Background: an optimization exercise with open tools, aiming at a short achievable clock period and few clock cycles. Do not read the settings as production practice. Function was checked by simulation only, so behaviour that the tests miss may differ from the original. Power figures rest on the tool's default switching activity, not on a simulated workload.

==> branch tundra: inputs <==
// CPU
module CPU(reset, clk, imem_addr, imem_data, dmem_addr, dmem_wdata, dmem_we, dmem_re, dmem_rdata);
clock: 9.5 ns
lec_check: 0
cap_margin: 40
core_margin: 2
core_utilization: 40
setup_slack_margin: 5
slew_margin: 30
standard.sh (not shown) runs the stock make flow with config.mk's settings and CLKGATE_MAP_FILE= SYNTH_SCRIPT=/design/flow/synth_recipe.tcl, a recipe that flattens the netlist after the stock synthesis.
==> flow/flow/run.sh <==
#!/bin/bash
# The standard layout (standard.sh, unchanged synthesis) with three changes to
# how it is made:
#  - the port buffers are plain buffers (buf_4) rather than the delay cells
#    buffer_ports picks on its own;
#  - the resizer may change a cell's footprint (MATCH_CELL_FOOTPRINT=0);
#  - timing repair aims at 6.5 ns of setup slack instead of config.mk's 5.
# The clock, constraints and everything else are the standard flow's.
set -euo pipefail
cd "$(dirname "$0")/.."
export BUFFER_PORTS_ARGS="-buffer_cell sky130_fd_sc_hd__buf_4"
bash standard.sh MATCH_CELL_FOOTPRINT=0 SETUP_SLACK_MARGIN=6.5 finish > standard_flow.log 2>&1
==> inputs of branch quartz, as changes to branch tundra <==
--- a/flow/design.v
+++ b/flow/design.v
@@ -1,14 +1,16 @@
-module ALU(A, B, Sh, SelAdd, Sub, SelLog, LogOp, SelSlt, SltSigned, SelSh, ShOp, SelPass, Out);
+module ALU(A, B, Bx, Sh, SelAdd, Sub, SelLog, LogOp, SelSlt, SltSigned, SelSh, ShOp, SelPass, Out);
 	input  [31:0] A, B;
+	input  [31:0] Bx;      
 	input  [4:0] Sh;
 	input  SelAdd, Sub, SelLog, SelSlt, SltSigned, SelSh, SelPass;
 	input  [1:0] LogOp, ShOp;
 	output [31:0] Out;
-	wire [31:0] sum = Sub ? (A - B) : (A + B);
-	wire ltu = (A < B);
-	wire lt = (SltSigned && (A[31] ^ B[31])) ? A[31] : ltu;
+	wire [31:0] sum;
+	wire co;
+	PAdd #(32, 6) add(.a(A), .b(Bx), .ci(Sub), .s(sum), .co(co));
+	wire lt = (A[31] ^ B[31]) ? (SltSigned ? A[31] : B[31]) : (A < B);
 	reg [31:0] lg;
 	always @(*)
 		case (LogOp)
 			2'd0: lg = A & B;
 			2'd1: lg = A | B;
@@ -130,22 +132,23 @@
 input [31:0] imem_data;
 output [31:0] dmem_addr;
 output [31:0] dmem_wdata;
 output dmem_we, dmem_re;
 input [31:0] dmem_rdata;
-localparam BI = 6;                
-localparam BT = 4;                
+localparam BI = 4;                
+localparam BT = 3;                
 localparam BN = 1 << BI;
-reg [31:0] PC;
+reg [31:0] PCn;                   
+reg [31:0] pc_i;                  
 reg        IFID_valid;
 reg [31:0] IFID_instr, IFID_pc4, IFID_ptgt;
 reg [31:0] IFID_rsraw, IFID_rtraw;
 reg [BI+BT+1:2] IFID_pcb;
 reg        IFID_hit, IFID_ptaken;
 reg [1:0]  IFID_ctr;
 reg        IDEX_valid;
-reg [31:0] IDEX_A, IDEX_B, IDEX_pc4, IDEX_btgt, IDEX_ptgt;
+reg [31:0] IDEX_A, IDEX_B, IDEX_Bx, IDEX_pc4, IDEX_btgt, IDEX_ptgt;
 reg [4:0]  IDEX_sh, IDEX_rd;
 reg        IDEX_wr, IDEX_load, IDEX_isbr, IDEX_isjr, IDEX_jrchk;
 reg        IDEX_beq, IDEX_bne, IDEX_bltz, IDEX_blez, IDEX_bgtz;
 reg        IDEX_seladd, IDEX_sub, IDEX_sellog, IDEX_selslt, IDEX_sltsigned, IDEX_selsh, IDEX_selpass;
 reg [1:0]  IDEX_logop, IDEX_shop;
@@ -157,33 +160,37 @@
 reg        WB_we, WB2_we, WB3_we;
 reg [4:0]  WB_rd, WB2_rd, WB3_rd;
 reg [31:0] WB_val, WB2_val, WB3_val;
 reg [BN-1:0] btb_v;
 reg [BT-1:0] btb_tag [0:BN-1];
-reg [31:0]   btb_tgt [0:BN-1];
+reg [15:0]   btb_tgt [0:BN-1];
 reg [1:0]    btb_ctr [0:BN-1];
 reg          btb_jr  [0:BN-1];
 reg          U_we, U_jr;
 reg [BI-1:0] U_idx;
 reg [BT-1:0] U_tag;
-reg [31:0]   U_tgt;
+reg [15:0]   U_tgt;
 reg [1:0]    U_ctr;
 reg [31:0] ras0, ras1, ras2, ras3;
 wire stall, ex_redirect, id_redirect;
-assign imem_addr = PC;
-wire [31:0] pc4_if = PC + 32'd4;
+assign imem_addr = ~PCn;
+wire [31:0] pc4_if = pc_i + 32'd4;
 wire [5:0] f_op = imem_data[31:26];
 wire pd_j = (f_op[5:1] == 5'b00001);
 wire pd_ret = (imem_data == 32'h03e00008);
 wire pd_br = (f_op == 6'h01) || (f_op[5:2] == 4'b0001);
 wire pd_jr = (f_op == 6'h00) && (imem_data[5:1] == 5'b00100);
 wire [31:0] pd_jtgt = {pc4_if[31:28], imem_data[25:0], 2'b00};
-wire [BI-1:0] f_idx = PC[BI+1:2];
-wire f_hit = btb_v[f_idx] && (btb_tag[f_idx] == PC[BI+BT+1:BI+2]);
-wire [1:0] f_ctr = btb_ctr[f_idx];
-wire [31:0] f_btgt = btb_tgt[f_idx];
-wire f_btb_taken = f_hit && (btb_jr[f_idx] ? (pd_jr && !pd_ret) : (pd_br && f_ctr[1]));
+wire [BI-1:0] s_idx = pc4_if[BI+1:2];
+wire s_hit = btb_v[s_idx] && (btb_tag[s_idx] == pc4_if[BI+BT+1:BI+2]);
+reg P_ok, P_hit, P_jr;
+reg [1:0] P_ctr;
+reg [15:0] P_tgt;
+wire f_hit = P_ok && P_hit;
+wire [1:0] f_ctr = P_ctr;
+wire [31:0] f_btgt = {pc_i[31:18], P_tgt, 2'b00};
+wire f_btb_taken = f_hit && (P_jr ? (pd_jr && !pd_ret) : (pd_br && f_ctr[1]));
 wire f_ptaken = pd_j || pd_ret || f_btb_taken;
 wire [31:0] f_ptgt = pd_j ? pd_jtgt : pd_ret ? ras0 : f_btgt;
 wire [31:0] rf_rs, rf_rt;
 RegFile regfile(.reset(reset), .clk(clk), .addr1(imem_data[25:21]), .data1(rf_rs), .addr2(imem_data[20:16]), .data2(rf_rt),
 	.wr(WB_we), .addr3(WB_rd), .data3(WB_val));
@@ -198,62 +205,98 @@
 	.IsLoad(d_load), .IsStore(d_store), .RegWr(d_wr), .WrReg(d_wrreg), .UseImm(d_useimm),
 	.Imm(d_imm), .Shamt(d_shamt), .SelAdd(d_seladd), .Sub(d_sub), .SelLog(d_sellog),
 	.LogOp(d_logop), .SelSlt(d_selslt), .SltSigned(d_sltsigned), .SelSh(d_selsh),
 	.ShOp(d_shop), .SelPass(d_selpass));
 wire [4:0] rs = IFID_instr[25:21];
+wire [31:0] d_simm = {{16{IFID_instr[15]}}, IFID_instr[15:0]};
 wire [4:0] rt = IFID_instr[20:16];
 wire [31:0] alu_out;
 wire [31:0] ex_result = IDEX_load ? dmem_rdata : alu_out;
 wire ex_w = IDEX_valid && IDEX_wr;
-reg sx_rs, sx_rt, s1_rs, s1_rt, s2_rs, s2_rt, s3_rs, s3_rt;
-wire hit_ex_rs = IDEX_valid && sx_rs;
-wire hit_ex_rt = IDEX_valid && sx_rt;
+reg hxa_rs, hxa_rt, hxl_rs, hxl_rt, s1_rs, s1_rt, s2_rs, s2_rt, s3_rs, s3_rt;
+wire hit_ex_rs = hxa_rs || hxl_rs;
 wire [31:0] old_rs = s1_rs ? WB_val : s2_rs ? WB2_val : s3_rs ? WB3_val : IFID_rsraw;
 wire [31:0] old_rt = s1_rt ? WB_val : s2_rt ? WB2_val : s3_rt ? WB3_val : IFID_rtraw;
-wire [31:0] fwd_rs = hit_ex_rs ? ex_result : old_rs;
-wire [31:0] fwd_rt = hit_ex_rt ? ex_result : old_rt;
+wire [31:0] fwd_rs = hxa_rs ? alu_out : hxl_rs ? dmem_rdata : old_rs;
+wire [31:0] fwd_rt = hxa_rt ? alu_out : hxl_rt ? dmem_rdata : old_rt;
+wire b_reg = !d_useimm && !d_link;
+wire [31:0] b_next = (b_reg && hxa_rt) ? alu_out : (b_reg && hxl_rt) ? dmem_rdata :
+                     d_useimm ? d_imm : d_link ? IFID_pc4 : old_rt;
+wire [31:0] ag0, ag1, ag2, ag3;
+wire [3:0] agco;
+PAdd #(32, 6) agadd0(.a(IFID_rsraw), .b(d_simm), .ci(1'b0), .s(ag0), .co(agco[0]));
+PAdd #(32, 6) agadd1(.a(WB_val), .b(d_simm), .ci(1'b0), .s(ag1), .co(agco[1]));
+PAdd #(32, 6) agadd2(.a(WB2_val), .b(d_simm), .ci(1'b0), .s(ag2), .co(agco[2]));
+PAdd #(32, 6) agadd3(.a(WB3_val), .b(d_simm), .ci(1'b0), .s(ag3), .co(agco[3]));
 assign stall = IFID_valid && (d_load || d_store) && hit_ex_rs;
-wire [31:0] d_btgt = IFID_pc4 + {d_imm[29:0], 2'b00};
+wire [31:0] d_btgt;
+wire d_btco;
+PAdd #(32, 6) btadd(.a(IFID_pc4), .b({{14{IFID_instr[15]}}, IFID_instr[15:0], 2'b00}), .ci(1'b0), .s(d_btgt), .co(d_btco));
 wire static_bt = d_isbr && !IFID_hit && (IFID_instr[15] || (d_beq && rs == rt));
 wire jr_id = d_isjr && !IFID_ptaken;
 assign id_redirect = IFID_valid && !stall && (static_bt || jr_id);
-ALU alu(.A(IDEX_A), .B(IDEX_B), .Sh(IDEX_sh), .SelAdd(IDEX_seladd), .Sub(IDEX_sub),
+ALU alu(.A(IDEX_A), .B(IDEX_B), .Bx(IDEX_Bx), .Sh(IDEX_sh), .SelAdd(IDEX_seladd), .Sub(IDEX_sub),
 	.SelLog(IDEX_sellog), .LogOp(IDEX_logop), .SelSlt(IDEX_selslt), .SltSigned(IDEX_sltsigned),
 	.SelSh(IDEX_selsh), .ShOp(IDEX_shop), .SelPass(IDEX_selpass), .Out(alu_out));
 wire eq = (IDEX_A == IDEX_B);
 wire taken = (IDEX_beq && eq) || (IDEX_bne && !eq) || (IDEX_bltz && IDEX_A[31]) ||
              (IDEX_blez && (IDEX_A[31] || eq)) || (IDEX_bgtz && !IDEX_A[31] && !eq);
 wire tgt_ok = (IDEX_ptgt == IDEX_btgt);
 wire mis_br = taken ? !(IDEX_ptaken && tgt_ok) : IDEX_ptaken;
-wire mis_jr = IDEX_ptgt != IDEX_A;
+wire jr_ok = (IDEX_ptgt == IDEX_A);
+wire mis_jr = !jr_ok;
 assign ex_redirect = IDEX_valid && ((IDEX_isbr && mis_br) || (IDEX_jrchk && mis_jr));
 wire [31:0] ex_target = IDEX_isjr ? IDEX_A : taken ? IDEX_btgt : IDEX_pc4;
 assign dmem_addr = dmem_addr_r;
 assign dmem_wdata = dmem_wdata_r;
 assign dmem_we = dmem_we_r;
 assign dmem_re = dmem_re_r;
+wire [31:0] normal_pc = id_redirect ? (jr_id ? fwd_rs : d_btgt) : stall ? pc_i :
+                        pd_j ? pd_jtgt : pd_ret ? ras0 : f_btb_taken ? f_btgt : pc4_if;
+wire br_ex = IDEX_valid && IDEX_isbr;
+wire br_ex_any = br_ex && (taken ? !(IDEX_ptaken && tgt_ok) : IDEX_ptaken);
+wire jr_ex = IDEX_valid && IDEX_jrchk;
+wire [31:0] pc_t = (IDEX_ptaken && tgt_ok) ? normal_pc : IDEX_btgt;
+wire [31:0] pc_n = IDEX_ptaken ? IDEX_pc4 : normal_pc;
+wire [31:0] next_pc = br_ex ? (taken ? pc_t : pc_n) : (jr_ex && !jr_ok) ? IDEX_A : normal_pc;
+wire pc_seq = !br_ex_any && !(jr_ex && !jr_ok) && !id_redirect && !stall && !pd_j && !pd_ret && !f_btb_taken;
+wire pc_hold = !br_ex_any && !(jr_ex && !jr_ok) && stall;
 always @(posedge clk or posedge reset)
 	if (reset)
-		PC <= 32'd0;
-	else if (ex_redirect)
-		PC <= ex_target;
-	else if (id_redirect)
-		PC <= jr_id ? fwd_rs : d_btgt;
-	else if (!stall)
-		PC <= f_ptaken ? f_ptgt : pc4_if;
+		P_ok <= 1'b0;
+	else
+		P_ok <= pc_seq || (pc_hold && P_ok);
+always @(posedge clk)
+	if (!pc_hold) begin
+		P_hit <= s_hit;
+		P_ctr <= btb_ctr[s_idx];
+		P_jr <= btb_jr[s_idx];
+		P_tgt <= btb_tgt[s_idx];
+	end
+always @(posedge clk or posedge reset)
+	if (reset) begin
+		pc_i <= 32'd0;
+		PCn <= 32'hffffffff;
+	end else begin
+		pc_i <= next_pc;
+		PCn <= ~next_pc;
+	end
 always @(posedge clk or posedge reset)
 	if (reset)
 		IFID_valid <= 1'b0;
 	else if (ex_redirect || id_redirect)
 		IFID_valid <= 1'b0;
 	else if (!stall)
 		IFID_valid <= 1'b1;
+wire id_go = IFID_valid && !stall && !ex_redirect;
 wire [4:0] n_rs = stall ? rs : imem_data[25:21];
 wire [4:0] n_rt = stall ? rt : imem_data[20:16];
 always @(posedge clk) begin
-	sx_rs <= d_wr && !stall && (d_wrreg == n_rs);
-	sx_rt <= d_wr && !stall && (d_wrreg == n_rt);
+	hxa_rs <= IFID_valid && !stall && d_wr && !d_load && (d_wrreg == n_rs);
+	hxa_rt <= IFID_valid && !stall && d_wr && !d_load && (d_wrreg == n_rt);
+	hxl_rs <= IFID_valid && !stall && d_wr && d_load && (d_wrreg == n_rs);
+	hxl_rt <= IFID_valid && !stall && d_wr && d_load && (d_wrreg == n_rt);
 	s1_rs <= ex_w && (IDEX_rd == n_rs);
 	s1_rt <= ex_w && (IDEX_rd == n_rt);
 	s2_rs <= WB_we && (WB_rd == n_rs);
 	s2_rt <= WB_we && (WB_rd == n_rt);
 	s3_rs <= stall && WB2_we && (WB2_rd == n_rs);
@@ -263,16 +306,15 @@
 		IFID_rtraw <= rf_rt;
 		IFID_instr <= imem_data;
 		IFID_pc4 <= pc4_if;
 		IFID_ptgt <= f_ptgt;
 		IFID_ptaken <= f_ptaken;
-		IFID_pcb <= PC[BI+BT+1:2];
+		IFID_pcb <= pc_i[BI+BT+1:2];
 		IFID_hit <= f_hit;
 		IFID_ctr <= f_ctr;
 	end
 end
-wire id_go = IFID_valid && !stall && !ex_redirect;
 always @(posedge clk or posedge reset)
 	if (reset) begin
 		IDEX_valid <= 1'b0;
 		dmem_we_r <= 1'b0;
 		dmem_re_r <= 1'b0;
@@ -281,11 +323,12 @@
 		dmem_we_r <= id_go && d_store;
 		dmem_re_r <= id_go && d_load;
 	end
 always @(posedge clk) begin
 	IDEX_A <= fwd_rs;
-	IDEX_B <= d_useimm ? d_imm : d_link ? IFID_pc4 : fwd_rt;
+	IDEX_B <= b_next;
+	IDEX_Bx <= b_next ^ {32{d_sub}};
 	IDEX_pc4 <= IFID_pc4;
 	IDEX_btgt <= d_btgt;
 	IDEX_ptgt <= static_bt ? d_btgt : IFID_ptgt;
 	IDEX_ptaken <= IFID_ptaken || static_bt;
 	IDEX_jrchk <= d_isjr && IFID_ptaken;
@@ -310,11 +353,11 @@
 	IDEX_selslt <= d_selslt;
 	IDEX_sltsigned <= d_sltsigned;
 	IDEX_selsh <= d_selsh;
 	IDEX_shop <= d_shop;
 	IDEX_selpass <= d_selpass;
-	dmem_addr_r <= old_rs + d_imm;
+	dmem_addr_r <= s1_rs ? ag1 : s2_rs ? ag2 : s3_rs ? ag3 : ag0;
 	dmem_wdata_r <= fwd_rt;
 end
 wire push = IFID_valid && d_link;
 wire pop = IFID_valid && d_isjr && (rs == 5'd31) && !d_link;
 always @(posedge clk)
@@ -351,11 +394,11 @@
 		U_we <= IDEX_valid && (IDEX_isbr ? (taken || IDEX_hit) : (IDEX_isjr && !ex_ret));
 always @(posedge clk) begin
 	U_jr <= !IDEX_isbr;
 	U_idx <= IDEX_pcb[BI+1:2];
 	U_tag <= IDEX_pcb[BI+BT+1:BI+2];
-	U_tgt <= IDEX_isjr ? IDEX_A : IDEX_btgt;
+	U_tgt <= IDEX_isjr ? IDEX_A[17:2] : IDEX_btgt[17:2];
 	U_ctr <= taken ? (IDEX_hit ? ctr_inc : 2'b11) : ctr_dec;
 end
 always @(posedge clk or posedge reset)
 	if (reset)
 		btb_v <= {BN{1'b0}};
Settings changed: CORE_UTILIZATION 40 to 30, PLACE_DENSITY set to 0.45.
==> comparison table <==
metric	branch tundra	branch quartz
Worst setup path endpoint	PC[28]	pc_i[31]
Achievable frequency	231 MHz	256 MHz
Most common cell after layout, fill and taps aside	edfxtp_1	dfrtp_1
Largest fanout of any net on the critical path	10	4
Total wire length after detailed routing	821 mm	620 mm
Instance count on the critical path	17	14
Largest cell class by area	flip-flops and latches	multi-input combinational cells
Final Wtd Congestion	1.02	0.965
Nets	14.3k	11.4k
Most frequently used cell type in the post-synthesis netlist	edfxtp_1	mux2_2
Setup slack, reg-to-reg	5.18 ns	5.80 ns
Core outline area	471000 um^2	376000 um^2
Reg power frac	39.8%	40.1%
Global routing usage on met2	47.6%	44.3%
Status	complete, no violations	complete, no violations
Buffer share of cell area	10.8%	12.6%
Clk Latency, worst-skew pair	1.08 ns	0.94 ns
Number of sequential storage elements	4319	2189
Reported sequential group power	24.4 mW	12.1 mW
Terminating pin of the worst hold path	U_idx[3]	U_idx[0]
Layout overhead on the synthesized area	29.1%	36.5%
Post-detailed-placement cell area	201000 um^2	122000 um^2
Testbench counts of branch tundra, summed over its fixed seeds: cycles 22,391.
Testbench counts of branch quartz, summed over its fixed seeds: cycles 22,391.

## port drivers added, routing unchanged
How much do the figures lean on ideal ports? The routed layouts below were timed once more, with nothing changed but the port constraints.
Step 1 (the two cells are an assumption about what drives the block):
set clk [get_ports {clk}]
set_driving_cell -lib_cell sky130_fd_sc_hd__clkbuf_16 $clk
set_driving_cell -lib_cell sky130_fd_sc_hd__buf_2 [delete_from_list [all_inputs] $clk]
Step 2 times the ports against the registers' clock, not the clock port: input delays grow and output delays shrink by t, the midpoint of the rising clock arrivals with the driver on.
a / b / c = ideal / step 1 / step 2; a / b = the first two.
| run | shift t [ns] | setup WS [ns] | worst setup path at the end | latest minus earliest clock arrival (ns) | cell pins on the clock port's net |
|---|---|---|---|---|---|
| branch tundra | 1.145 | 5.179 / 5.179 / 4.291 | input to register | 0.158 / 0.158 | 1 |
| branch quartz | 1.032 | 5.589 / 5.585 / 4.552 | input to register | 0.057 / 0.057 | 1 |
After both steps every run listed still meets setup and hold. The setup slack of branch quartz, which loses most, moves by -0.004 ns with the drivers and by -1.037 ns with both steps.
